From an optimization exercise on the open Yosys and OpenROAD flow, aimed at a short achievable clock period and few clock cycles; shortcuts taken in it are not production practice. Function was checked by simulation only, so behaviour that the tests miss may differ from the original. Power and IR drop assume default switching activity.

==> design.v <==
`timescale 1ns / 1ps
module CPU(
    input clk,
    input rst_n,
    output [7:0] imem_addr,
    input [31:0] imem_rdata,
    output [7:0] dmem_addr,
    output [31:0] dmem_wdata,
    output dmem_we,
    input [31:0] dmem_rdata
);
    localparam OP_ADD = 0, OP_SUB = 1, OP_AND = 2, OP_OR = 3, OP_XOR = 4,
               OP_SLT = 5, OP_SLTU = 6, OP_SLL = 7, OP_SRL = 8, OP_SRA = 9;
    localparam L_LB = 3'd0, L_LBU = 3'd1, L_LH = 3'd2, L_LHU = 3'd3, L_LW = 3'd4;
    localparam S_SB = 2'd0, S_SH = 2'd1, S_SW = 2'd2;
    localparam B_BEQ = 3'd0, B_BNE = 3'd1, B_BLEZ = 3'd2, B_BGTZ = 3'd3,
               B_BGEZ = 3'd4, B_BLTZ = 3'd5;
    reg  [7:0]  pc;
    reg         d_v;
    reg  [31:0] d_ins;
    reg  [7:0]  d_pc1;
    reg         d_pt;
    reg  [31:0] e_a;         
    reg  [31:0] e_b;         
    reg  [31:0] e_bx;        
    reg         e_fa;        
    reg         e_fb;        
    reg         e_fbx;       
    reg  [3:0]  e_sadd;      
    reg  [3:0]  e_ssub;      
    reg  [3:0]  e_sslt;      
    reg  [3:0]  e_ssltu;     
    reg  [9:0]  e_op;        
    reg  [4:0]  e_sh;
    reg         e_shv;
    reg         e_rw;
    reg  [4:0]  e_dst;
    reg         e_load;
    reg  [2:0]  e_ltype;
    reg         e_store;
    reg  [1:0]  e_stype;
    reg         e_br;
    reg  [2:0]  e_btype;
    reg         e_pt;
    reg  [7:0]  e_alt;
    reg         e_fast;      
    reg  [31:0] m_res, m_sd;
    reg         m_rw;
    reg  [4:0]  m_dst;
    reg         m_load;
    reg  [2:0]  m_ltype;
    reg         m_store;
    reg  [1:0]  m_stype;
    reg         w_rw;
    reg  [4:0]  w_dst;
    reg  [31:0] w_data;
    reg         sb_v;
    reg  [7:0]  da_r;
    reg         we_r;
    reg  [31:0] wd_r;
    reg  [31:0] rf [1:31];
    wire m_sbsh = m_store & (m_stype != S_SW);
    wire m_sw   = m_store & (m_stype == S_SW);
    wire mem_stall = sb_v & (m_store | m_load);
    assign dmem_addr  = da_r;
    assign dmem_we    = we_r;
    assign dmem_wdata = wd_r;
    wire [31:0] w = dmem_rdata;
    wire [1:0]  a2 = m_res[1:0];
    reg  [31:0] ld;
    always @(*) begin
        case (m_ltype)
            L_LB:  case (a2)
                       2'd0: ld = {{24{w[7]}},  w[7:0]};
                       2'd1: ld = {{24{w[15]}}, w[15:8]};
                       2'd2: ld = {{24{w[23]}}, w[23:16]};
                       default: ld = {{24{w[31]}}, w[31:24]};
                   endcase
            L_LBU: case (a2)
                       2'd0: ld = {24'b0, w[7:0]};
                       2'd1: ld = {24'b0, w[15:8]};
                       2'd2: ld = {24'b0, w[23:16]};
                       default: ld = {24'b0, w[31:24]};
                   endcase
            L_LH:  ld = (a2 == 2'd0) ? {{16{w[15]}}, w[15:0]} : {{16{w[31]}}, w[31:16]};
            L_LHU: ld = (a2 == 2'd0) ? {16'b0, w[15:0]} : {15'b0, w[31:15]};
            default: ld = w;
        endcase
    end
    wire [31:0] m_wb = m_load ? ld : m_res;
    reg [31:0] merged;
    always @(*) begin
        if (m_stype == S_SB)
            case (a2)
                2'd0: merged = {w[31:8], m_sd[7:0]};
                2'd1: merged = {w[31:16], m_sd[7:0], w[7:0]};
                2'd2: merged = {w[31:24], m_sd[7:0], w[15:0]};
                default: merged = {m_sd[7:0], w[23:0]};
            endcase
        else
            merged = (a2 == 2'd0) ? {w[31:16], m_sd[15:0]} : {m_sd[15:0], w[31:16]};
    end
    wire [31:0] a   = e_fa  ? m_res : e_a;
    wire [31:0] rtv = e_fb  ? m_res : e_b;
    wire [31:0] b   = e_fbx ? m_res : e_bx;
    wire [31:0] s0 = e_a + e_bx;
    wire [31:0] s1 = e_a + m_res;
    wire [31:0] s2 = m_res + e_bx;
    wire [31:0] s3 = {m_res[30:0], 1'b0};
    wire [31:0] d0 = e_a - e_bx;
    wire [31:0] d1 = e_a - m_res;
    wire [31:0] d2 = m_res - e_bx;
    wire [31:0] xa = {~e_a[31],   e_a[30:0]};
    wire [31:0] xb = {~e_bx[31],  e_bx[30:0]};
    wire [31:0] xm = {~m_res[31], m_res[30:0]};
    wire lt0 = xa < xb;
    wire lt1 = xa < xm;
    wire lt2 = xm < xb;
    wire ltu0 = $signed(xa) < $signed(xb);
    wire ltu1 = $signed(xa) < $signed(xm);
    wire ltu2 = $signed(xm) < $signed(xb);
    wire [31:0] sum = ({32{e_sadd[0]}} & s0) | ({32{e_sadd[1]}} & s1) |
                      ({32{e_sadd[2]}} & s2) | ({32{e_sadd[3]}} & s3);
    wire [31:0] dif = ({32{e_ssub[0]}} & d0) | ({32{e_ssub[1]}} & d1) |
                      ({32{e_ssub[2]}} & d2);
    wire slt  = (e_sslt[0] & lt0) | (e_sslt[1] & lt1) | (e_sslt[2] & lt2);
    wire sltu = (e_ssltu[0] & ltu0) | (e_ssltu[1] & ltu1) | (e_ssltu[2] & ltu2);
    wire [4:0]  shamt = e_shv ? a[4:0] : e_sh;
    wire [31:0] shl = rtv << shamt;
    wire [31:0] shr = rtv >> shamt;
    wire [31:0] sra = $signed(rtv) >>> shamt;
    wire [31:0] lgc = ({32{e_op[OP_AND]}} & (a & b)) |
                      ({32{e_op[OP_OR]}}  & (a | b)) |
                      ({32{e_op[OP_XOR]}} & (a ^ b));
    wire [31:0] res = sum | dif | lgc | {31'b0, slt | sltu} |
                      ({32{e_op[OP_SLL]}} & shl) |
                      ({32{e_op[OP_SRL]}} & shr) |
                      ({32{e_op[OP_SRA]}} & sra);
    wire [9:0] res_lo = sum[9:0] | dif[9:0] | lgc[9:0];
    wire eq = e_fa ? (e_fb | (m_res == e_b)) : (e_fb ? (e_a == m_res) : (e_a == e_b));
    wire az = e_fa ? (m_res == 32'b0) : (e_a == 32'b0);
    reg taken;
    always @(*)
        case (e_btype)
            B_BEQ:  taken = eq;
            B_BNE:  taken = ~eq;
            B_BLEZ: taken = a[31] | az;
            B_BGTZ: taken = ~a[31] & ~az;
            B_BGEZ: taken = ~a[31];
            default: taken = a[31];
        endcase
    wire redirect = ~mem_stall & e_br & (taken ^ e_pt);
    wire [7:0]  pc1 = pc + 8'd1;
    wire [31:0] fi = imem_rdata;
    wire [5:0]  f_op = fi[31:26];
    wire f_j  = f_op == 6'h02;
    wire f_br = (f_op == 6'h01) | (f_op[5:2] == 4'b0001);
    wire f_pt = f_br & (fi[15] | ~((f_op == 6'h04) | ((f_op == 6'h01) & ~fi[16])));
    wire [7:0] f_tgt = pc1 + fi[7:0];
    wire [7:0] f_next = f_j ? fi[7:0] : (f_pt ? f_tgt : pc1);
    assign imem_addr = pc;
    wire [5:0]  op = d_ins[31:26];
    wire [4:0]  rs = d_ins[25:21];
    wire [4:0]  rt = d_ins[20:16];
    wire [4:0]  rd = d_ins[15:11];
    wire [4:0]  sh = d_ins[10:6];
    wire [5:0]  fn = d_ins[5:0];
    wire [31:0] imm = {{16{d_ins[15]}}, d_ins[15:0]};
    reg  [9:0] i_op;
    reg  i_rw, i_rdst, i_bimm, i_shv, i_load, i_store, i_br, i_jr, i_urs, i_urt;
    reg  [2:0] i_ltype, i_btype;
    reg  [1:0] i_stype;
    always @(*) begin
        i_op = 10'b0; i_rw = 1'b0; i_rdst = 1'b0; i_bimm = 1'b0; i_shv = 1'b0;
        i_load = 1'b0; i_store = 1'b0; i_br = 1'b0; i_jr = 1'b0;
        i_urs = 1'b0; i_urt = 1'b0;
        i_ltype = L_LW; i_btype = B_BEQ; i_stype = S_SW;
        case (op)
            6'h00: begin
                i_rw = 1'b1; i_rdst = 1'b1; i_urs = 1'b1; i_urt = 1'b1;
                case (fn)
                    6'h20, 6'h21: i_op[OP_ADD] = 1'b1;
                    6'h22, 6'h23: i_op[OP_SUB] = 1'b1;
                    6'h24: i_op[OP_AND] = 1'b1;
                    6'h25: i_op[OP_OR] = 1'b1;
                    6'h26, 6'h27: i_op[OP_XOR] = 1'b1;
                    6'h2a: i_op[OP_SLT] = 1'b1;
                    6'h2b: i_op[OP_SLTU] = 1'b1;
                    6'h00: begin i_op[OP_SLL] = 1'b1; i_urs = 1'b0; end
                    6'h02: begin i_op[OP_SRL] = 1'b1; i_urs = 1'b0; end
                    6'h03: begin i_op[OP_SRA] = 1'b1; i_urs = 1'b0; end
                    6'h04: begin i_op[OP_SLL] = 1'b1; i_shv = 1'b1; end
                    6'h06: begin i_op[OP_SRL] = 1'b1; i_shv = 1'b1; end
                    6'h07: begin i_op[OP_SRA] = 1'b1; i_shv = 1'b1; end
                    6'h08: begin i_jr = 1'b1; i_rw = 1'b0; i_urt = 1'b0; end
                    default: ;
                endcase
            end
            6'h08, 6'h09: begin i_rw = 1'b1; i_bimm = 1'b1; i_urs = 1'b1; i_op[OP_ADD] = 1'b1; end
            6'h0a: begin i_rw = 1'b1; i_bimm = 1'b1; i_urs = 1'b1; i_op[OP_SLT] = 1'b1; end
            6'h0b: begin i_rw = 1'b1; i_bimm = 1'b1; i_urs = 1'b1; i_op[OP_SLTU] = 1'b1; end
            6'h0c: begin i_rw = 1'b1; i_bimm = 1'b1; i_urs = 1'b1; i_op[OP_AND] = 1'b1; end
            6'h0d: begin i_rw = 1'b1; i_bimm = 1'b1; i_urs = 1'b1; i_op[OP_OR] = 1'b1; end
            6'h0e: begin i_rw = 1'b1; i_bimm = 1'b1; i_urs = 1'b1; i_op[OP_XOR] = 1'b1; end
            6'h04: begin i_br = 1'b1; i_btype = B_BEQ;  i_urs = 1'b1; i_urt = 1'b1; end
            6'h05: begin i_br = 1'b1; i_btype = B_BNE;  i_urs = 1'b1; i_urt = 1'b1; end
            6'h06: begin i_br = 1'b1; i_btype = B_BLEZ; i_urs = 1'b1; end
            6'h07: begin i_br = 1'b1; i_btype = B_BGTZ; i_urs = 1'b1; end
            6'h01: begin
                i_urs = 1'b1;
                if (rt == 5'd1) begin i_br = 1'b1; i_btype = B_BGEZ; end
                else if (rt == 5'd0) begin i_br = 1'b1; i_btype = B_BLTZ; end
            end
            6'h20: begin i_rw = 1'b1; i_load = 1'b1; i_ltype = L_LB;  i_bimm = 1'b1; i_urs = 1'b1; i_op[OP_ADD] = 1'b1; end
            6'h24: begin i_rw = 1'b1; i_load = 1'b1; i_ltype = L_LBU; i_bimm = 1'b1; i_urs = 1'b1; i_op[OP_ADD] = 1'b1; end
            6'h21: begin i_rw = 1'b1; i_load = 1'b1; i_ltype = L_LH;  i_bimm = 1'b1; i_urs = 1'b1; i_op[OP_ADD] = 1'b1; end
            6'h25: begin i_rw = 1'b1; i_load = 1'b1; i_ltype = L_LHU; i_bimm = 1'b1; i_urs = 1'b1; i_op[OP_ADD] = 1'b1; end
            6'h23: begin i_rw = 1'b1; i_load = 1'b1; i_ltype = L_LW;  i_bimm = 1'b1; i_urs = 1'b1; i_op[OP_ADD] = 1'b1; end
            6'h28: begin i_store = 1'b1; i_stype = S_SB; i_bimm = 1'b1; i_urs = 1'b1; i_urt = 1'b1; i_op[OP_ADD] = 1'b1; end
            6'h29: begin i_store = 1'b1; i_stype = S_SH; i_bimm = 1'b1; i_urs = 1'b1; i_urt = 1'b1; i_op[OP_ADD] = 1'b1; end
            6'h2b: begin i_store = 1'b1; i_stype = S_SW; i_bimm = 1'b1; i_urs = 1'b1; i_urt = 1'b1; i_op[OP_ADD] = 1'b1; end
            default: ;
        endcase
    end
    wire [4:0] i_dst = i_rdst ? rd : rt;
    wire i_rw_nz = i_rw & (i_dst != 5'd0);
    wire m_hit_rs = m_rw & (m_dst == rs);
    wire m_hit_rt = m_rw & (m_dst == rt);
    wire w_hit_rs = w_rw & (w_dst == rs);
    wire w_hit_rt = w_rw & (w_dst == rt);
    wire [31:0] rf_rs = (rs == 5'd0) ? 32'b0 : rf[rs];
    wire [31:0] rf_rt = (rt == 5'd0) ? 32'b0 : rf[rt];
    wire [31:0] i_a = m_hit_rs ? m_wb : (w_hit_rs ? w_data : rf_rs);
    wire [31:0] i_b = m_hit_rt ? m_wb : (w_hit_rt ? w_data : rf_rt);
    wire i_fa = e_rw & (e_dst == rs);
    wire i_fb = e_rw & (e_dst == rt);
    wire i_fbx = i_fb & ~i_bimm;
    wire [3:0] i_src = {i_fa & i_fbx, i_fa & ~i_fbx, ~i_fa & i_fbx, ~i_fa & ~i_fbx};
    wire ld_stall = d_v & e_load & e_rw &
                    (((e_dst == rs) & i_urs) | ((e_dst == rt) & i_urt));
    wire [7:0] d_tgt = d_pc1 + d_ins[7:0];
    wire i_isjr = d_v & i_jr;
    wire jr_stall = i_isjr & ((i_fa & ~e_fast) | (m_hit_rs & m_load));
    wire [7:0] jr_tgt = i_fa ? res_lo[9:2] :
                        m_hit_rs ? m_res[9:2] :
                        w_hit_rs ? w_data[9:2] : rf_rs[9:2];
    wire id_redirect = i_isjr & ~jr_stall;
    wire hz_stall = ld_stall | jr_stall;
    wire n_sbv = ~sb_v & m_sbsh;
    wire e_sw  = e_store & (e_stype == S_SW);
    always @(posedge clk or negedge rst_n)
        if (~rst_n) begin
            sb_v <= 1'b0;
            da_r <= 8'b0;
            we_r <= 1'b0;
            wd_r <= 32'b0;
        end else begin
            sb_v <= n_sbv;
            da_r <= (n_sbv | mem_stall) ? m_res[9:2] : sum[9:2];
            we_r <= n_sbv | (mem_stall ? m_sw : e_sw);
            wd_r <= n_sbv ? merged : (mem_stall ? m_sd : rtv);
        end
    always @(posedge clk or negedge rst_n)
        if (~rst_n) begin
            pc <= 8'b0;
            d_v <= 1'b0;
            d_ins <= 32'b0;
            d_pc1 <= 8'b0;
            d_pt <= 1'b0;
        end else if (~mem_stall) begin
            if (redirect) begin
                pc <= e_alt;
                d_v <= 1'b0;
            end else if (id_redirect) begin
                pc <= jr_tgt;
                d_v <= 1'b0;
            end else if (~hz_stall) begin
                pc <= f_next;
                d_v <= 1'b1;
            end
            if (~hz_stall) begin
                d_ins <= fi;
                d_pc1 <= pc1;
                d_pt <= f_pt;
            end
        end
    wire i_go = d_v & ~redirect & ~hz_stall;
    always @(posedge clk or negedge rst_n)
        if (~rst_n) begin
            e_a <= 32'b0; e_b <= 32'b0; e_bx <= 32'b0;
            e_fa <= 1'b0; e_fb <= 1'b0; e_fbx <= 1'b0;
            e_sadd <= 4'b0; e_ssub <= 4'b0; e_sslt <= 4'b0; e_ssltu <= 4'b0;
            e_op <= 10'b0; e_sh <= 5'b0; e_shv <= 1'b0;
            e_rw <= 1'b0; e_dst <= 5'b0;
            e_load <= 1'b0; e_ltype <= 3'b0; e_store <= 1'b0; e_stype <= 2'b0;
            e_br <= 1'b0; e_btype <= 3'b0; e_pt <= 1'b0; e_alt <= 8'b0; e_fast <= 1'b0;
        end else if (~mem_stall) begin
            e_a <= i_a; e_b <= i_b; e_bx <= i_bimm ? imm : i_b;
            e_fa <= i_fa; e_fb <= i_fb; e_fbx <= i_fbx;
            e_sadd  <= {4{i_op[OP_ADD]}}  & i_src;
            e_ssub  <= {4{i_op[OP_SUB]}}  & i_src;
            e_sslt  <= {4{i_op[OP_SLT]}}  & i_src;
            e_ssltu <= {4{i_op[OP_SLTU]}} & i_src;
            e_op <= i_op; e_sh <= sh; e_shv <= i_shv;
            e_dst <= i_dst;
            e_ltype <= i_ltype; e_stype <= i_stype;
            e_btype <= i_btype; e_pt <= d_pt; e_alt <= d_pt ? d_pc1 : d_tgt;
            e_fast <= ~i_load & (i_op[OP_ADD] | i_op[OP_SUB] | i_op[OP_AND] | i_op[OP_OR] | i_op[OP_XOR]);
            e_rw <= i_go & i_rw_nz;
            e_load <= i_go & i_load;
            e_store <= i_go & i_store;
            e_br <= i_go & i_br;
        end
    always @(posedge clk or negedge rst_n)
        if (~rst_n) begin
            m_res <= 32'b0; m_sd <= 32'b0; m_rw <= 1'b0; m_dst <= 5'b0;
            m_load <= 1'b0; m_ltype <= 3'b0; m_store <= 1'b0; m_stype <= 2'b0;
        end else if (~mem_stall) begin
            m_res <= res; m_sd <= rtv; m_rw <= e_rw; m_dst <= e_dst;
            m_load <= e_load; m_ltype <= e_ltype; m_store <= e_store; m_stype <= e_stype;
        end
    always @(posedge clk or negedge rst_n)
        if (~rst_n) begin
            w_rw <= 1'b0; w_dst <= 5'b0; w_data <= 32'b0;
        end else if (~mem_stall) begin
            w_rw <= m_rw; w_dst <= m_dst; w_data <= m_wb;
        end
    integer i;
    always @(posedge clk or negedge rst_n)
        if (~rst_n) begin
            for (i = 1; i < 32; i = i + 1) rf[i] <= 32'b0;
        end else if (w_rw)
            rf[w_dst] <= w_data;
endmodule
==> run.sh <==
#!/bin/bash
# synth_recipe.tcl (not shown) runs the flow's synth.tcl, then flattens the netlist and writes it again
# the make line also repeats each setting of config.mk as NAME=value (left out here)
make -C /OpenROAD-flow-scripts/flow DESIGN_CONFIG=/design/flow/config.mk WORK_HOME=/design/flow/orfs CLKGATE_MAP_FILE= SYNTH_SCRIPT=/design/flow/synth_recipe.tcl finish
==> config.mk <==
export PLATFORM = sky130hd
export DESIGN_NAME = CPU
export DESIGN_NICKNAME = CPU
export VERILOG_FILES = /design/flow/design.v
export SDC_FILE = /design/flow/constraint.sdc
export NUM_CORES = 4
export LEC_CHECK = 0
export CAP_MARGIN = 20
export CORE_MARGIN = 2
export CORE_UTILIZATION = 40
export SETUP_SLACK_MARGIN = 5
export SLEW_MARGIN = 20
==> constraint.sdc <==
create_clock -name core_clock -period 9.0 [get_ports {clk}]
set_input_delay 1.8000 -clock core_clock [delete_from_list [all_inputs] [get_ports {clk}]]
set_output_delay 1.8000 -clock core_clock [all_outputs]
set_load 0.01 [all_outputs]
==> impl_metrics.toml, run 1 <==
[setup_path]
start_kind = "register"
worst_ep_arrival_time_ps = 4900
slowest_stage = "or3b_2"
crit_type = "register to register"
crit_buf_inv = 1
max_stage_delay_ps = 640
cpMostUsedCell = "a21oi_1"
worst-path-stages = 11
worstPathCellList = "or3b_2, nor2_4, buf_6, a22oi_1, nand2_1, nor3_1, a21oi_1, mux2i_1, nor2_1, a21oi_1, o21ai_2"
r2r_cells = 11
path_max_fanout = 26
cp.required_ps = 9740
critical-path-top-delay-family = "simple AND/OR/NAND/NOR gates"
cp-end-kind = "register"

[floorplan]
dieHeight_um = 468
core.rowCount = 170
start_util_pct = 40.2
die-area_mm2 = 0.219
core_mm2 = 0.214
io_pins = 115
die_w_um = 468

[global_routing]
grt_usage_pct = 40.0
grt_max_degree = 178
antenna_found_initial = 17
grt_overflow = 0
grt_pass1_vias = 80262
grt_pass1_wl_um = 626000

[final_layout]
instances_no_fill = 11839
drive_gt1_share_pct = 24.0
fill_cells = 20181
register_area_mm2 = 0.0339
multi_input_area_mm2 = 0.0502
num-nets-final = 9210
syn_to_final_growth_pct = 14.5
fin_area_mm2 = 0.0986

[logic_synthesis]
syn_area_mm2 = 0.0861
synth_area_leaders = "dfrtp_1, mux2_2, a22oi_1"
syn_area_per_cell_um2 = 9.59
synthTopCellsByCount = "dfrtp_1, mux2_2, a22oi_1, nand2_1, clkbuf_1"
synth_top_area_cell = "dfrtp_1"
synth_edf_count = 0
yosys.area.top_type_share_pct = 39.2
ys.flop_type = "dfrtp_1"
synthesis.nets = 9328
yosysWarnings = 2
synth_cell_types = 94
synth-seq-cells = 1350
async_flop_share_pct = 100
synth.most_common_cell = "dfrtp_1"
postSynthCellCount = 8986
yosysSeqAreaShare_pct = 39.2

[power]
p_clk_share_pct = 39.2
switching_share_pct = 32.4
powerDensity_mw_per_mm2 = 173
vdd_drop_max_mv = 0.209
fin_total_pwr_uw = 17100
p_int_uw = 11500
pwr-share-seq_pct = 40.8
comb_power_share_pct = 20.0
p_switching_uw = 5520
leakagePower_uw = 0.0442

[clocking]
cts-root-buf = "clkbuf_16"
cts.sinks = 1350
cts_buffers = 152
clk_path_buf_depth = 3
cts.clk_slew.worst_paths_ps = 60
tritoncts = "done"
htree_num_levels = 4
clk_latency_ps = 860

[timing]
slew_headroom_pct = 14.2
finalClockSkew_ps = 41.3
finalHoldViolations = 0
fin_crit_ps = 4160
rsz0062_at_grt = "true"
post-route-period-util_pct = 46.3
tightest_slew_ps = 1290
setup_viol = 0
holdWs_ps = 487
setup_tns_ps = 0
slew_violations = 0
fmax_ghz = 0.240

[detailed_routing]
drc = 0
ant_nets = 0
routed_wl_um = 452000
wl_per_cell_um = 38.2
vias = 83919
drt_iter0_markers = 15549
vias_per_cell = 7.09
dr.pass1.iters = 12

[hold_path]
worstHoldPathCells = 2
hold_path.class = "register to register"

[placed_design]
gp_congestion = 1.09
portBuffers = 114
dpl-instance-area_mm2 = 0.0907
dp.cells = 11428
dp.final_hpwl_um = 284000

[outcome]
status = "no timing/DRC/antenna violations"

[flow_run]
drv_cap = 0
-- cells by family after synthesis --
group           Yosys count  synth area share, %
compound gates         2545                 20.2
simple gates           2152                 11.6
mux                    1361                 17.6
flops                  1350                 39.2
buf+inv                1047                 4.69
fa+ha+maj               276                 4.08
xor+xnor                255                 2.59
-- registers in the layout, indices dropped and copies added (netlist names), 5 cells and up --
| signal | flops |
|---|---|
| rf | 992 |
| d_ins | 32 |
| e_a | 32 |
| e_b | 32 |
| e_bx | 32 |
| m_res | 32 |
| m_sd | 32 |
| w_data | 32 |
| wd_r | 32 |
| d_pc1 | 8 |
| da_r | 8 |
| e_alt | 8 |
| pc | 8 |
| e_op | 6 |
| e_dst | 5 |
| e_sh | 5 |
| m_dst | 5 |
| w_dst | 5 |
-- timing repair --
action | CTS | global route
hold buffers | 0 | 0
buffers inserted | 75 | 42
endpoints found under the hold margin | 0 | 0
gates cloned | 4 | 0
pin swaps | 41 | 37
gates resized for setup | 211 | 165
endpoints found under the setup margin | 180 | 108
-- metrics by stage --
| step | util (%) | worst slack, ps |
|---|---|---|
| 2_1_floorplan | - | 5020 |
| 3_3_place_gp | 42.3 | 3730 |
| 3_5_place_dp | 42.3 | 3970 |
| 4_1_cts | 45.5 | 4820 |
| 5_1_grt | 46.0 | 4860 |
| 6_report | 46.0 | 4840 |
-- worst min-delay path, delay by kind of cell (launching register included) --
family / cells / cell delay [ps]
and+or+nand+nor: 1 / 50
AOI/OAI and AO/OA: 1 / 60
DFF: 1 / 340
-- per-layer routing --
metal,up-vias,GRT usage [%],share of wire (%)
met2,7124,57.8,41
met3,2317,14.1,13
met5,-,0,0.046
met1,41296,48.5,36
li1,33162,-,-
met4,20,31.1,10
-- cell usage in the layout (no fill, tap or decap), drive strengths merged, types with 26 or more instances in the layout --
cell	n
o21ai	343
nand4	175
nor3	157
a22oi	853
nor4	76
a211oi	89
a21o	56
nand2b	61
xnor2	205
a21oi	532
clkdlybuf4s50	111
ha	268
o22ai	44
xor2	50
a222oi	56
nand3	158
o31ai	38
o211ai	44
nand2	795
clkinv	36
mux2i	274
a31oi	88
clkbuf	208
a221oi	46
and3	73
mux2	1076
o21bai	41
dfrtp	1350
o21a	60
or3	36
buf	398
a2111oi	26
nor2	477
inv	267
nor2b	39
-- worst paths after layout --
| path | startpoint | endpoint | slack, ps |
|---|---|---|---|
| min | e_alt[7] | e_alt[7] | 490 |
| max in group asynchronous | rst_n | m_res[11] | 5890 |
| min reg2reg | e_alt[7] | e_alt[7] | 490 |
| max | d_ins[23] | e_a[28] | 4840 |
| max reg2reg | d_ins[23] | e_a[28] | 4840 |
| min in group asynchronous | rst_n | rf[30][29] | 880 |
-- power by group through the flow --
| stage | Sequential, uW | Clock (uW) | Combinational [uW] |
|---|---|---|---|
| CTS | 6930 | 6700 | 3200 |
| floorplan | 6790 | 0 | 1940 |
| detailed placement | 7030 | 0 | 3090 |
| global placement | 7020 | 0 | 3080 |
| global route | 6980 | 6940 | 3560 |
| finish | 6960 | 6690 | 3400 |
-- layout make-up --
cell class / instances / share of cell area, %
diodes: 12 / 0.0304
clock buffers: 208 / 4.44
clock inverters: 67 / 0.888
inverters: 260 / 1.00
multi-input cells: 6591 / 50.9
flip-flops and latches: 1350 / 34.3
well taps: 2838 / 3.60
repair buffers: 513 / 4.79
Testbench counts, summed over its fixed seeds: cycles 98,336.
==> run 2: changes to the inputs <==
--- a/design.v
+++ b/design.v
@@ -33,4 +33,5 @@
     reg  [9:0]  e_op;        
-    reg  [4:0]  e_sh;
-    reg         e_shv;
+    reg  [3:0]  e_slo;       
+    reg  [7:0]  e_shi;       
+    reg         e_samr;      
     reg         e_rw;
@@ -127,6 +128,29 @@
     wire sltu = (e_ssltu[0] & ltu0) | (e_ssltu[1] & ltu1) | (e_ssltu[2] & ltu2);
-    wire [4:0]  shamt = e_shv ? a[4:0] : e_sh;
-    wire [31:0] shl = rtv << shamt;
-    wire [31:0] shr = rtv >> shamt;
-    wire [31:0] sra = $signed(rtv) >>> shamt;
+    wire [3:0] slo = e_samr ? (4'b1 << m_res[1:0]) : e_slo;
+    wire [7:0] shi = e_samr ? (8'b1 << m_res[4:2]) : e_shi;
+    wire [7:0] shl_sel = shi & {8{e_op[OP_SLL]}};
+    wire [7:0] shr_sel = shi & {8{e_op[OP_SRL] | e_op[OP_SRA]}};
+    wire fill = e_op[OP_SRA] & rtv[31];
+    reg [31:0] tl, tr, shl, shr;
+    integer k, j;
+    always @(*) begin
+        for (k = 0; k < 32; k = k + 1) begin
+            tl[k] = (slo[0] & rtv[k]) |
+                    (slo[1] & ((k >= 1) ? rtv[(k >= 1) ? k - 1 : 0] : 1'b0)) |
+                    (slo[2] & ((k >= 2) ? rtv[(k >= 2) ? k - 2 : 0] : 1'b0)) |
+                    (slo[3] & ((k >= 3) ? rtv[(k >= 3) ? k - 3 : 0] : 1'b0));
+            tr[k] = (slo[0] & rtv[k]) |
+                    (slo[1] & ((k + 1 < 32) ? rtv[(k + 1 < 32) ? k + 1 : 0] : fill)) |
+                    (slo[2] & ((k + 2 < 32) ? rtv[(k + 2 < 32) ? k + 2 : 0] : fill)) |
+                    (slo[3] & ((k + 3 < 32) ? rtv[(k + 3 < 32) ? k + 3 : 0] : fill));
+        end
+        for (k = 0; k < 32; k = k + 1) begin
+            shl[k] = 1'b0;
+            shr[k] = 1'b0;
+            for (j = 0; j < 8; j = j + 1) begin
+                if (k >= 4 * j) shl[k] = shl[k] | (shl_sel[j] & tl[(k >= 4 * j) ? k - 4 * j : 0]);
+                shr[k] = shr[k] | (shr_sel[j] & ((k + 4 * j < 32) ? tr[(k + 4 * j < 32) ? k + 4 * j : 0] : fill));
+            end
+        end
+    end
     wire [31:0] lgc = ({32{e_op[OP_AND]}} & (a & b)) |
@@ -135,5 +159,3 @@
     wire [31:0] res = sum | dif | lgc | {31'b0, slt | sltu} |
-                      ({32{e_op[OP_SLL]}} & shl) |
-                      ({32{e_op[OP_SRL]}} & shr) |
-                      ({32{e_op[OP_SRA]}} & sra);
+                      shl | shr;
     wire [9:0] res_lo = sum[9:0] | dif[9:0] | lgc[9:0];
@@ -238,2 +260,3 @@
     wire [3:0] i_src = {i_fa & i_fbx, i_fa & ~i_fbx, ~i_fa & i_fbx, ~i_fa & ~i_fbx};
+    wire [4:0] i_amt = i_shv ? i_a[4:0] : sh;
     wire ld_stall = d_v & e_load & e_rw &
@@ -292,3 +315,3 @@
             e_sadd <= 4'b0; e_ssub <= 4'b0; e_sslt <= 4'b0; e_ssltu <= 4'b0;
-            e_op <= 10'b0; e_sh <= 5'b0; e_shv <= 1'b0;
+            e_op <= 10'b0; e_slo <= 4'b0; e_shi <= 8'b0; e_samr <= 1'b0;
             e_rw <= 1'b0; e_dst <= 5'b0;
@@ -303,3 +326,3 @@
             e_ssltu <= {4{i_op[OP_SLTU]}} & i_src;
-            e_op <= i_op; e_sh <= sh; e_shv <= i_shv;
+            e_op <= i_op; e_slo <= 4'b1 << i_amt[1:0]; e_shi <= 8'b1 << i_amt[4:2]; e_samr <= i_shv & i_fa;
             e_dst <= i_dst;
==> flow/run.sh (new file) <==
#!/bin/bash
# Own flow: the standard layout (standard.sh: the standard synthesis,
# floorplan, placement, CTS and routing, all unchanged) with one difference:
# repair_timing aims for a larger setup margin (SETUP_SLACK_MARGIN), so it
# keeps sizing and buffering the critical paths after the 9 ns clock is met.
# The make output goes to layout.log; ORFS keeps each step's log under orfs/logs.
set -euo pipefail
sed 's/"\${@:-finish}"/SETUP_SLACK_MARGIN=8 "${@:-finish}"/' standard.sh > standard_margin.sh
grep -q 'SETUP_SLACK_MARGIN=8 ' standard_margin.sh
bash standard_margin.sh finish > layout.log 2>&1
test -s out/final.def
==> standard.sh (new file) <==
#!/bin/bash
# synth_recipe.tcl (not shown) runs the flow's synth.tcl, then flattens the netlist and writes it again
# the make line also repeats each setting of config.mk as NAME=value (left out here)
make -C /OpenROAD-flow-scripts/flow DESIGN_CONFIG=/design/flow/config.mk WORK_HOME=/design/flow/orfs CLKGATE_MAP_FILE= SYNTH_SCRIPT=/design/flow/synth_recipe.tcl "${@:-finish}"
--- a/config.mk
+++ b/config.mk
@@ -10,3 +10,2 @@
 export CORE_UTILIZATION = 40
-export SETUP_SLACK_MARGIN = 5
 export SLEW_MARGIN = 20
removed: run.sh
==> impl_metrics.toml, run 2 <==
[logic_synthesis]
synth_area_leaders = "dfrtp_1, mux2_2, a22oi_1"
synth_top_area_cell = "dfrtp_1"
synth-seq-cells = 1357
async_flop_share_pct = 100
synthesis.nets = 9303
yosysSeqAreaShare_pct = 39.7
synth_cell_types = 101
yosys.area.top_type_share_pct = 39.7
postSynthCellCount = 8961
synth_top_family_by_area = "compound AO/OA/AOI/OAI gates"
muxShareOfSynthArea_pct = 15.9
synth_edf_count = 0
ys.flop_type = "dfrtp_1"
synth_xor_area_share_pct = 2.54
synth_compound_area_share_pct = 20.1
synthTopCellsByCount = "dfrtp_1, mux2_2, nand2_1, a22oi_1, clkbuf_1"
synthAdderAreaFrac_pct = 4.11
synth_simple_gate_area_share_pct = 13.1
synth.most_common_cell = "dfrtp_1"
syn_area_per_cell_um2 = 9.55
yosysWarnings = 2
syn_area_mm2 = 0.0856

[placed_design]
gp_congestion = 1.07
portBuffers = 114
dp.final_hpwl_um = 292000
place_ws_ps = 3980

[floorplan]
dieHeight_um = 467
io_pins = 115
core.rowCount = 169
die_w_um = 467
start_util_pct = 40.3

[outcome]
error_line = "[ERROR GRT-0232] Routing congestion too high. Check the congestion heatmap in the GUI."
failing_step = "5_1_grt"
status = "aborted with a tool error"

[global_routing]
grt_usage_pct = 61.2
grt_max_degree = 64
grt_overflow = 1

[clocking]
htree_num_levels = 4
clk_path_buf_depth = 3
cts-root-buf = "clkbuf_16"
cts_hold_buf = 0
cts.sinks = 1357
cts_buffers = 153
## run 2: changes by cell type after synthesis, sizes merged, moves of 29 or more
cell,previous run,this run
xor2,50,105
a22oi,853,824
nor2,477,550
o22ai,44,127
buf,162,132
nor4,76,123
a21oi,532,500
xnor2,205,143
nand2,795,852
o21ai,343,296
mux2i,273,134
## run 2: worst max path at each step
| stage | startpoint | endpoint |
|---|---|---|
| 4_1_cts | e_bx[17] | m_res[30] |
| 3_5_place_dp | dmem_rdata[24] | e_slo[0] |
| 3_3_place_gp | dmem_rdata[24] | e_slo[0] |
| 2_1_floorplan | imem_rdata[0] | pc[6] |
## run 2: power by group through the flow
| stage | logic, uW | registers, uW | clock network [uW] |
|---|---|---|---|
| after CTS | 4780 | 6950 | 6810 |
| after detailed placement | 3430 | 7070 | 0 |
| after global placement | 3400 | 7060 | 0 |
| after floorplan | 2220 | 6860 | 0 |
## run 2: repair_timing
action / in CTS
gates resized for setup: 2746
endpoints found under the setup margin: 2762
pin swaps: 457
buffers inserted: 977
cloned: 371
## run 2: routing by layer
| metal | GRT usage [%] | GRT overflow |
|---|---|---|
| met4 | 60.3 | 0 |
| met2 | 74.3 | 0 |
| met3 | 50.9 | 1 |
| met5 | 32.1 | 0 |
| met1 | 59.6 | 0 |
## run 2: kinds of logic after synthesis
kind of cell,after synthesis
xor+xnor,248
fa+ha+maj,276
flops,1357
simple gates,2364
mux,1212
buf+inv,1011
compound gates,2493
## run 2: through the flow
step | cell area [um^2] | std cells | utilization, %
3_3_place_gp | 93900 | 11409 | 44.2
3_5_place_dp | 94000 | 11412 | 44.3
4_1_cts | 128000 | 13046 | 60.3
2_1_floorplan | 91400 | 8961 | -
Testbench counts of run 2, summed over its fixed seeds: cycles 98,336.
==> run 3: changes to the inputs <==
--- a/design.v
+++ b/design.v
@@ -20,4 +20,7 @@
     reg  [31:0] d_ins;
+    reg  [7:0]  d_pc;
     reg  [7:0]  d_pc1;
     reg         d_pt;
+    reg         d_jp;        
+    reg  [7:0]  d_jt;        
     reg  [31:0] e_a;         
@@ -29,3 +32,5 @@
     reg  [3:0]  e_sadd;      
-    reg  [3:0]  e_ssub;      
+    reg  [31:0] e_bxs;       
+    reg         e_ci;        
+    reg         e_s1s;       
     reg  [3:0]  e_sslt;      
@@ -45,2 +50,6 @@
     reg         e_pt;
+    reg         e_back;      
+    reg         e_jrp;       
+    reg  [7:0]  e_jt;        
+    reg  [7:0]  e_pc;
     reg  [7:0]  e_alt;
@@ -62,2 +71,11 @@
     reg  [31:0] rf [1:31];
+    reg  [3:0]  lp_v, lp_lv;
+    reg  [7:0]  lp_tag [0:3];
+    reg  [3:0]  lp_cnt [0:3];
+    reg  [3:0]  lp_lim [0:3];
+    reg  [1:0]  lp_ptr;
+    reg  [1:0]  bt_v;
+    reg  [7:0]  bt_tag [0:1];
+    reg  [7:0]  bt_tgt [0:1];
+    reg         bt_ptr;
     wire m_sbsh = m_store & (m_stype != S_SW);
@@ -106,9 +124,9 @@
     wire [31:0] b   = e_fbx ? m_res : e_bx;
-    wire [31:0] s0 = e_a + e_bx;
+    wire [32:0] t0 = {e_a, 1'b1} + {e_bxs, e_ci};
+    wire [32:0] t2 = {m_res, 1'b1} + {e_bxs, e_ci};
+    wire [31:0] s0 = t0[32:1];
     wire [31:0] s1 = e_a + m_res;
-    wire [31:0] s2 = m_res + e_bx;
-    wire [31:0] s3 = {m_res[30:0], 1'b0};
-    wire [31:0] d0 = e_a - e_bx;
     wire [31:0] d1 = e_a - m_res;
-    wire [31:0] d2 = m_res - e_bx;
+    wire [31:0] s2 = t2[32:1];
+    wire [31:0] s3 = {m_res[30:0], 1'b0};
     wire [31:0] xa = {~e_a[31],   e_a[30:0]};
@@ -123,5 +141,4 @@
     wire [31:0] sum = ({32{e_sadd[0]}} & s0) | ({32{e_sadd[1]}} & s1) |
+                      ({32{e_s1s}} & d1) |
                       ({32{e_sadd[2]}} & s2) | ({32{e_sadd[3]}} & s3);
-    wire [31:0] dif = ({32{e_ssub[0]}} & d0) | ({32{e_ssub[1]}} & d1) |
-                      ({32{e_ssub[2]}} & d2);
     wire slt  = (e_sslt[0] & lt0) | (e_sslt[1] & lt1) | (e_sslt[2] & lt2);
@@ -158,5 +175,5 @@
                       ({32{e_op[OP_XOR]}} & (a ^ b));
-    wire [31:0] res = sum | dif | lgc | {31'b0, slt | sltu} |
+    wire [31:0] res = sum | lgc | {31'b0, slt | sltu} |
                       shl | shr;
-    wire [9:0] res_lo = sum[9:0] | dif[9:0] | lgc[9:0];
+    wire [9:0] res_lo = e_a[9:0] + e_bx[9:0];
     wire eq = e_fa ? (e_fb | (m_res == e_b)) : (e_fb ? (e_a == m_res) : (e_a == e_b));
@@ -173,3 +190,6 @@
         endcase
-    wire redirect = ~mem_stall & e_br & (taken ^ e_pt);
+    wire [7:0] jr_ex = e_fa ? m_res[9:2] : e_a[9:2];
+    wire jr_bad = e_jrp & (jr_ex != e_jt);
+    wire redirect = ~mem_stall & ((e_br & (taken ^ e_pt)) | jr_bad);
+    wire [7:0] r_tgt = e_jrp ? jr_ex : e_alt;
     wire [7:0]  pc1 = pc + 8'd1;
@@ -179,5 +199,18 @@
     wire f_br = (f_op == 6'h01) | (f_op[5:2] == 4'b0001);
-    wire f_pt = f_br & (fi[15] | ~((f_op == 6'h04) | ((f_op == 6'h01) & ~fi[16])));
+    wire f_jr = (f_op == 6'h00) & (fi[5:0] == 6'h08);
+    reg lp_exit;
+    integer q;
+    always @(*) begin
+        lp_exit = 1'b0;
+        for (q = 0; q < 4; q = q + 1)
+            if (lp_v[q] & lp_lv[q] & (lp_tag[q] == pc) & (lp_cnt[q] == lp_lim[q])) lp_exit = 1'b1;
+    end
+    wire bt_hit0 = bt_v[0] & (bt_tag[0] == pc);
+    wire bt_hit1 = bt_v[1] & (bt_tag[1] == pc);
+    wire bt_hit = bt_hit0 | bt_hit1;
+    wire [7:0] bt_t = bt_hit0 ? bt_tgt[0] : bt_tgt[1];
+    wire f_jp = f_jr & bt_hit;
+    wire f_pt = f_br & (fi[15] ? ~lp_exit : ~((f_op == 6'h04) | ((f_op == 6'h01) & ~fi[16])));
     wire [7:0] f_tgt = pc1 + fi[7:0];
-    wire [7:0] f_next = f_j ? fi[7:0] : (f_pt ? f_tgt : pc1);
+    wire [7:0] f_next = f_j ? fi[7:0] : (f_jp ? bt_t : (f_pt ? f_tgt : pc1));
     assign imem_addr = pc;
@@ -265,3 +298,3 @@
     wire i_isjr = d_v & i_jr;
-    wire jr_stall = i_isjr & ((i_fa & ~e_fast) | (m_hit_rs & m_load));
+    wire jr_stall = i_isjr & ~d_jp & ((i_fa & ~e_fast) | (m_hit_rs & m_load));
     wire [7:0] jr_tgt = i_fa ? res_lo[9:2] :
@@ -269,3 +302,4 @@
                         w_hit_rs ? w_data[9:2] : rf_rs[9:2];
-    wire id_redirect = i_isjr & ~jr_stall;
+    wire jr_ok = i_isjr & ~d_jp & ~jr_stall;
+    wire id_redirect = jr_ok;
     wire hz_stall = ld_stall | jr_stall;
@@ -290,7 +324,10 @@
             d_ins <= 32'b0;
+            d_pc <= 8'b0;
             d_pc1 <= 8'b0;
             d_pt <= 1'b0;
+            d_jp <= 1'b0;
+            d_jt <= 8'b0;
         end else if (~mem_stall) begin
             if (redirect) begin
-                pc <= e_alt;
+                pc <= r_tgt;
                 d_v <= 1'b0;
@@ -305,4 +342,7 @@
                 d_ins <= fi;
+                d_pc <= pc;
                 d_pc1 <= pc1;
                 d_pt <= f_pt;
+                d_jp <= f_jp;
+                d_jt <= bt_t;
             end
@@ -314,3 +354,3 @@
             e_fa <= 1'b0; e_fb <= 1'b0; e_fbx <= 1'b0;
-            e_sadd <= 4'b0; e_ssub <= 4'b0; e_sslt <= 4'b0; e_ssltu <= 4'b0;
+            e_sadd <= 4'b0; e_bxs <= 32'b0; e_ci <= 1'b0; e_s1s <= 1'b0; e_sslt <= 4'b0; e_ssltu <= 4'b0;
             e_op <= 10'b0; e_slo <= 4'b0; e_shi <= 8'b0; e_samr <= 1'b0;
@@ -318,3 +358,3 @@
             e_load <= 1'b0; e_ltype <= 3'b0; e_store <= 1'b0; e_stype <= 2'b0;
-            e_br <= 1'b0; e_btype <= 3'b0; e_pt <= 1'b0; e_alt <= 8'b0; e_fast <= 1'b0;
+            e_br <= 1'b0; e_btype <= 3'b0; e_pt <= 1'b0; e_back <= 1'b0; e_pc <= 8'b0; e_alt <= 8'b0; e_fast <= 1'b0; e_jrp <= 1'b0; e_jt <= 8'b0;
         end else if (~mem_stall) begin
@@ -322,4 +362,6 @@
             e_fa <= i_fa; e_fb <= i_fb; e_fbx <= i_fbx;
-            e_sadd  <= {4{i_op[OP_ADD]}}  & i_src;
-            e_ssub  <= {4{i_op[OP_SUB]}}  & i_src;
+            e_sadd  <= ({4{i_op[OP_ADD]}} & i_src) | ({4{i_op[OP_SUB]}} & i_src & 4'b0101);
+            e_s1s <= i_op[OP_SUB] & i_src[1];
+            e_bxs <= {32{i_op[OP_SUB]}} ^ (i_bimm ? imm : i_b);
+            e_ci <= i_op[OP_SUB];
             e_sslt  <= {4{i_op[OP_SLT]}}  & i_src;
@@ -329,4 +371,6 @@
             e_ltype <= i_ltype; e_stype <= i_stype;
-            e_btype <= i_btype; e_pt <= d_pt; e_alt <= d_pt ? d_pc1 : d_tgt;
-            e_fast <= ~i_load & (i_op[OP_ADD] | i_op[OP_SUB] | i_op[OP_AND] | i_op[OP_OR] | i_op[OP_XOR]);
+            e_btype <= i_btype; e_pt <= d_pt; e_back <= d_ins[15]; e_pc <= d_pc; e_alt <= d_pt ? d_pc1 : d_tgt;
+            e_fast <= ~i_load & i_op[OP_ADD] & i_src[0];
+            e_jrp <= i_go & i_jr & d_jp;
+            e_jt <= d_jt;
             e_rw <= i_go & i_rw_nz;
@@ -350,2 +394,61 @@
         end
+    wire lp_upd = ~mem_stall & e_br & e_back;
+    reg [3:0] lp_eh;
+    integer q2;
+    always @(*)
+        for (q2 = 0; q2 < 4; q2 = q2 + 1) lp_eh[q2] = lp_v[q2] & (lp_tag[q2] == e_pc);
+    integer n;
+    always @(posedge clk or negedge rst_n)
+        if (~rst_n) begin
+            lp_v <= 4'b0; lp_lv <= 4'b0; lp_ptr <= 2'b0;
+            for (n = 0; n < 4; n = n + 1) begin
+                lp_tag[n] <= 8'b0; lp_cnt[n] <= 4'b0; lp_lim[n] <= 4'b0;
+            end
+        end else if (lp_upd) begin
+            if (lp_eh == 4'b0) begin
+                lp_v[lp_ptr] <= 1'b1;
+                lp_tag[lp_ptr] <= e_pc;
+                lp_cnt[lp_ptr] <= taken ? 4'd1 : 4'd0;
+                lp_lim[lp_ptr] <= 4'd0;
+                lp_lv[lp_ptr] <= ~taken;
+                lp_ptr <= lp_ptr + 2'd1;
+            end else
+                for (n = 0; n < 4; n = n + 1)
+                    if (lp_eh[n]) begin
+                        if (taken) begin
+                            if (lp_cnt[n] == 4'd15) lp_lv[n] <= 1'b0;
+                            else lp_cnt[n] <= lp_cnt[n] + 4'd1;
+                        end else begin
+                            lp_lim[n] <= lp_cnt[n];
+                            lp_lv[n] <= lp_cnt[n] != 4'd15;
+                            lp_cnt[n] <= 4'd0;
+                        end
+                    end
+        end
+    wire bt_fix = ~mem_stall & jr_bad;
+    wire bt_new = bt_fix | (~mem_stall & ~redirect & jr_ok);
+    reg        bt_upd;
+    reg  [7:0] bt_pc, bt_nt;
+    always @(posedge clk or negedge rst_n)
+        if (~rst_n) begin
+            bt_upd <= 1'b0; bt_pc <= 8'b0; bt_nt <= 8'b0;
+        end else begin
+            bt_upd <= bt_new;
+            bt_pc <= bt_fix ? e_pc : d_pc;
+            bt_nt <= bt_fix ? jr_ex : jr_tgt;
+        end
+    wire bt_eh0 = bt_v[0] & (bt_tag[0] == bt_pc);
+    wire bt_eh1 = bt_v[1] & (bt_tag[1] == bt_pc);
+    wire bt_w = bt_eh0 ? 1'b0 : (bt_eh1 ? 1'b1 : bt_ptr);
+    always @(posedge clk or negedge rst_n)
+        if (~rst_n) begin
+            bt_v <= 2'b0; bt_ptr <= 1'b0;
+            bt_tag[0] <= 8'b0; bt_tag[1] <= 8'b0;
+            bt_tgt[0] <= 8'b0; bt_tgt[1] <= 8'b0;
+        end else if (bt_upd) begin
+            bt_v[bt_w] <= 1'b1;
+            bt_tag[bt_w] <= bt_pc;
+            bt_tgt[bt_w] <= bt_nt;
+            if (~bt_eh0 & ~bt_eh1) bt_ptr <= ~bt_ptr;
+        end
     integer i;
--- a/flow/run.sh
+++ b/flow/run.sh
@@ -7,4 +7,4 @@
 set -euo pipefail
-sed 's/"\${@:-finish}"/SETUP_SLACK_MARGIN=8 "${@:-finish}"/' standard.sh > standard_margin.sh
-grep -q 'SETUP_SLACK_MARGIN=8 ' standard_margin.sh
+sed 's/"\${@:-finish}"/SETUP_SLACK_MARGIN=7 "${@:-finish}"/' standard.sh > standard_margin.sh
+grep -q 'SETUP_SLACK_MARGIN=7 ' standard_margin.sh
 bash standard_margin.sh finish > layout.log 2>&1
--- a/config.mk
+++ b/config.mk
@@ -9,3 +9,3 @@
 export CORE_MARGIN = 2
-export CORE_UTILIZATION = 40
+export CORE_UTILIZATION = 35
 export SLEW_MARGIN = 20
==> impl_metrics.toml, run 3 <==
[placed_design]
dp.cells = 12581
dpl-instance-area_mm2 = 0.101
place_ws_ps = 3940
portBuffers = 114
dp.final_hpwl_um = 312000
gp_congestion = 1.01

[global_routing]
grt_max_degree = 139
grt_usage_pct = 45.8
grt_overflow = 1

[logic_synthesis]
syn_area_per_cell_um2 = 10.0
synth_edf_count = 0
yosys.area.top_type_share_pct = 41.3
muxShareOfSynthArea_pct = 16.1
synth.most_common_cell = "dfrtp_1"
ys.flop_type = "dfrtp_1"
synth_xor_area_share_pct = 2.91
synth_compound_area_share_pct = 18.8
yosysWarnings = 7
yosysSeqAreaShare_pct = 41.3
synth_top_area_cell = "dfrtp_1"
postSynthCellCount = 9388
synth_cell_types = 117
synthTopCellsByCount = "dfrtp_1, mux2_2, nand2_1, a22oi_1, nor2_1"
synthesis.nets = 9742
async_flop_share_pct = 100
synthAdderAreaFrac_pct = 3.89
synth_top_family_by_area = "compound AO/OA/AOI/OAI gates"
synth_area_leaders = "dfrtp_1, mux2_2, a22oi_1"
synth_simple_gate_area_share_pct = 12.4
synth-seq-cells = 1549
syn_area_mm2 = 0.0938

[floorplan]
start_util_pct = 35.1
die_w_um = 522
io_pins = 115
core.rowCount = 190
dieHeight_um = 522

[outcome]
status = "aborted with a tool error"
error_line = "[ERROR GRT-0232] Routing congestion too high. Check the congestion heatmap in the GUI."
failing_step = "5_1_grt"

[clocking]
htree_num_levels = 4
cts-root-buf = "clkbuf_16"
cts_hold_buf = 0
clk_path_buf_depth = 4
cts.sinks = 1549
cts_buffers = 182
run 3: cell count changes after synthesis, moves of 42 or more:
cell      change
nor2_1       -77
dfrtp_1     +192
buf_2       +135
mux2_2       +84
clkbuf_1    -163
and3_1       +63
o21ai_0      +53
nor3_1       -42
xor2_1       -52
xnor2_1     +116
a21oi_1      -52
run 3: per-layer routing:
layer | global-route usage, % | overflow
met5 | 18.2 | 0
met4 | 42.9 | 0
met3 | 31.7 | 0
met2 | 58.3 | 1
met1 | 47.9 | 0
run 3: what timing repair did:
item,4_1_cts
cloned,163
hold endpoints to repair,0
pin swaps,562
setup buffers,1015
endpoints found under the setup margin,3004
resized for setup,2679
run 3: logic make-up after synthesis:
group | count (synthesis)
AO/OA/AOI/OAI | 2531
XOR/XNOR | 312
adder cells (fa/ha/maj) | 288
buffers and inverters | 1004
flip-flops | 1549
multiplexers | 1350
AND/OR/NAND/NOR | 2354
run 3: per-stage QoR:
stage,util [%],hold slack (ps)
2_1_floorplan,-,439
3_3_place_gp,37.6,455
3_5_place_dp,37.6,466
4_1_cts,48.5,462
run 3: power groups by stage:
stage	sequential (uW)	combinational, uW	clock [uW]
after detailed placement	8890	5040	0
after global placement	8870	4970	0
after floorplan	8310	3470	0
after CTS	8640	6860	7760
run 3: worst max path at each step:
| stage | endpoint | slack (ps) | cells past startpoint |
|---|---|---|---|
| 4_1_cts | e_bxs[6] | 5450 | 13 |
| 3_5_place_dp | pc[6] | 3940 | 10 |
| 3_3_place_gp | pc[6] | 3900 | 10 |
| 2_1_floorplan | pc[6] | 5300 | 12 |
Testbench counts of run 3, summed over its fixed seeds: cycles 93,936.
==> run 4: changes to the inputs <==
--- a/design.v
+++ b/design.v
@@ -23,2 +23,4 @@
     reg         d_pt;
+    reg  [31:1] d_rs_oh;     
+    reg  [31:1] d_rt_oh;
     reg         d_jp;        
@@ -216,2 +218,4 @@
     assign imem_addr = pc;
+    wire [31:0] f_rs_oh = 32'b1 << fi[25:21];
+    wire [31:0] f_rt_oh = 32'b1 << fi[20:16];
     wire [5:0]  op = d_ins[31:26];
@@ -285,4 +289,12 @@
     wire w_hit_rt = w_rw & (w_dst == rt);
-    wire [31:0] rf_rs = (rs == 5'd0) ? 32'b0 : rf[rs];
-    wire [31:0] rf_rt = (rt == 5'd0) ? 32'b0 : rf[rt];
+    reg  [31:0] rf_rs, rf_rt;
+    integer r;
+    always @(*) begin
+        rf_rs = 32'b0;
+        rf_rt = 32'b0;
+        for (r = 1; r < 32; r = r + 1) begin
+            rf_rs = rf_rs | ({32{d_rs_oh[r]}} & rf[r]);
+            rf_rt = rf_rt | ({32{d_rt_oh[r]}} & rf[r]);
+        end
+    end
     wire [31:0] i_a = m_hit_rs ? m_wb : (w_hit_rs ? w_data : rf_rs);
@@ -324,2 +336,4 @@
             d_ins <= 32'b0;
+            d_rs_oh <= 31'b0;
+            d_rt_oh <= 31'b0;
             d_pc <= 8'b0;
@@ -342,2 +356,4 @@
                 d_ins <= fi;
+                d_rs_oh <= f_rs_oh[31:1];
+                d_rt_oh <= f_rt_oh[31:1];
                 d_pc <= pc;
==> run.sh (new file) <==
#!/bin/bash
# synth_recipe.tcl (not shown) runs the flow's synth.tcl, then flattens the netlist and writes it again
# the make line also repeats each setting of config.mk as NAME=value (left out here)
make -C /OpenROAD-flow-scripts/flow DESIGN_CONFIG=/design/flow/config.mk WORK_HOME=/design/flow/orfs CLKGATE_MAP_FILE= SYNTH_SCRIPT=/design/flow/synth_recipe.tcl finish
--- a/config.mk
+++ b/config.mk
@@ -9,3 +9,4 @@
 export CORE_MARGIN = 2
-export CORE_UTILIZATION = 35
+export CORE_UTILIZATION = 40
+export SETUP_SLACK_MARGIN = 5
 export SLEW_MARGIN = 20
removed: flow/run.sh
removed: standard.sh
==> impl_metrics.toml, run 4 <==
[setup_path]
cpMostUsedCell = "nor2_1"
critical-path-top-delay-family = "compound AO/OA/AOI/OAI gates"
worst_ep_arrival_time_ps = 4740
crit_buf_inv = 2
cp.required_ps = 9770
r2r-start = "e_fb"
start_kind = "input port"
timing.rr.end = "m_res[17]"
max_stage_delay_ps = 540
slowest_stage = "clkdlybuf4s50_1"
crit_type = "input port to register"
path_max_fanout = 6
r2r_slack_ps = 5030
cp-end-kind = "register"
r2r_cells = 8
worstPathCellList = "clkdlybuf4s50_1, mux4_2, nor2_1, a31oi_1, o221ai_4, o21ai_1, a21boi_0, nor2_1, a21oi_1, nand2_1, inv_1, a32o_1"

[timing]
setup_viol = 0
slew_violations = 0
slew_headroom_pct = 4.90
tightest_slew_ps = 1420
fmax_ghz = 0.252
post-route-period-util_pct = 44.1
finalClockSkew_ps = 61.3
setup_tns_ps = 0
finalHoldViolations = 0
fin_crit_ps = 3970
rsz0062_at_grt = "true"

[logic_synthesis]
async_flop_share_pct = 100
ys.flop_type = "dfrtp_1"
synth_area_leaders = "dfrtp_1, mux2_2, ha_1"
yosysWarnings = 7
synth.most_common_cell = "dfrtp_1"
postSynthCellCount = 9049
synth_edf_count = 0
synth_cell_types = 91
synth_top_area_cell = "dfrtp_1"
yosysSeqAreaShare_pct = 43.4
yosys.area.top_type_share_pct = 43.4
syn_area_per_cell_um2 = 10.3
synthTopCellsByCount = "dfrtp_1, mux2_2, nand2_1, clkbuf_1, nor2_1"
synth-seq-cells = 1611
synthesis.nets = 9403
syn_area_mm2 = 0.0928

[global_routing]
grt_pass1_vias = 81308
grt_overflow = 0
grt_max_degree = 172
grt_pass1_wl_um = 617000
antenna_found_initial = 25
grt_usage_pct = 36.2

[hold_path]
hold_path.class = "register to register"
min-delay-start = "d_jt[0]"
worstHoldPathCells = 2
whs_endpoint = "e_jt[0]"

[floorplan]
dieHeight_um = 486
die_w_um = 486
io_pins = 115
core.rowCount = 176
core_mm2 = 0.230
start_util_pct = 40.3
die-area_mm2 = 0.236

[clocking]
cts-root-buf = "clkbuf_16"
clk_latency_ps = 880
cts_hold_buf = 0
cts_buffers = 177
tritoncts = "done"
cts.sinks = 1611
htree_num_levels = 4
cts.clk_slew.worst_paths_ps = 60
clk_path_buf_depth = 3

[power]
vdd_drop_max_mv = 0.173
fin_total_pwr_uw = 22500
leakagePower_uw = 0.0476
powerDensity_mw_per_mm2 = 213

[detailed_routing]
vias_per_cell = 7.03
wl_per_cell_um = 36.7
drc = 0
vias = 85095
routed_wl_um = 444000
drt_iter0_markers = 14100
ant_nets = 0
dr.pass1.iters = 14

[final_layout]
largest_register_ffs = 992
final_cell_mix = "dfrtp_1, mux2_2, nand2_1, nor2_1, a21oi_1"
finish.utilization_pct = 45.8
instances_no_fill = 12097
final_common_cell = "dfrtp_1"
syn_to_final_growth_pct = 13.6
drive_gt1_share_pct = 23.8
num-nets-final = 9269
top_register = "rf"

[placed_design]
gp_congestion = 1.04
portBuffers = 114
dp.final_hpwl_um = 271000
dp.cells = 11705

[flow_run]
drv_cap = 0

[outcome]
status = "no timing/DRC/antenna violations"
[run 4: worst max-delay path by stage]
stage,start,cells after the start,to
floorplan,dmem_rdata[31],9,e_bx[21]
global placement,dmem_rdata[27],11,e_shi[2]
detailed placement,dmem_rdata[27],11,e_shi[2]
CTS,dmem_rdata[27],11,e_shi[2]
global route,m_res[2],14,m_res[30]
finish,dmem_rdata[26],12,e_shi[0]
[run 4: logic make-up (layout without fill, tap and decap cells)]
| kind of cell | count (synthesis) | in the layout | share of synthesized area (%) |
|---|---|---|---|
| mux | 1293 | 1293 | 15.6 |
| buf+inv | 986 | 993 | 4.12 |
| flops | 1611 | 1611 | 43.4 |
| fa+ha+maj | 288 | 288 | 3.93 |
| compound gates | 2556 | 2558 | 19.9 |
| other cells | 0 | 11 | 0 |
| xor+xnor | 311 | 311 | 2.93 |
| simple gates | 2004 | 2006 | 10.0 |
[run 4: repair_timing]
item	CTS	global route
buffers inserted	23	28
gates cloned	2	2
pin swaps	9	16
gates resized for setup	159	104
setup endpoints to repair	236	173
[run 4: tightest hold or removal path, delay by kind of cell (launching register included)]
family	cells	cell delay, ps
flops	1	340
simple gates	2	100
[run 4: metal layers]
layer	global-route usage, %	part of all wire, %
met4	24.9	8.8
met1	45.0	37
met5	0.714	0.10
met3	13.8	14
met2	51.5	41
[run 4: final cells by class]
class,count,area (um^2)
timing repair buffer,440,3820
clock buffer,262,5290
fill,21450,125000
tap,3026,3790
clock inverter,62,971
inverter,229,896
antenna,11,27.5
multi-input combinational,6456,50200
sequential,1611,40500
[run 4: power by group]
group	total, uW	internal, uW	switching [uW]
clock network	7930	4630	3300
logic	5290	2110	3180
registers	9270	8050	1230
total	22500	14800	7710
[run 4: per-stage QoR]
step,setup slack (ps),cell area [um^2],hold slack [ps]
after CTS,4970,105000,475
after global routing,4940,105000,489
final,5030,105000,473
after global placement,3450,97400,453
after floorplan,5060,92800,439
after detailed placement,3420,97400,460
Testbench counts of run 4, summed over its fixed seeds: cycles 93,936.

## re-timing with driven ports
How much do the figures lean on ideal ports? The routed layouts below were timed once more, with nothing changed but the port constraints.
Step 1: set_driving_cell puts a clkbuf_16 on clk and a buf_2 on each other input, an assumption about the parent block.
Step 2, shift: input delay + t, output delay - t, t = (earliest + latest rising clock arrival at the registers) / 2. This alone moves slack from input paths to output paths.
Slacks: no drivers / after step 1 / after step 2; pairs: no drivers / after step 1.
run	shift t [ns]	slack for setup (ns)	hold WS [ns]	worst setup path after step 2
run 1	0.921	4.836 / 4.836 / 4.129	0.487 / 0.487 / 0.487	input to register
run 4	0.941	5.027 / 4.960 / 4.158	0.473 / 0.473 / 0.473	input to register
After both steps setup and hold are still met in every run listed. The setup slack of run 4, which loses most, moves by -0.067 ns with the drivers and by -0.869 ns with both steps.
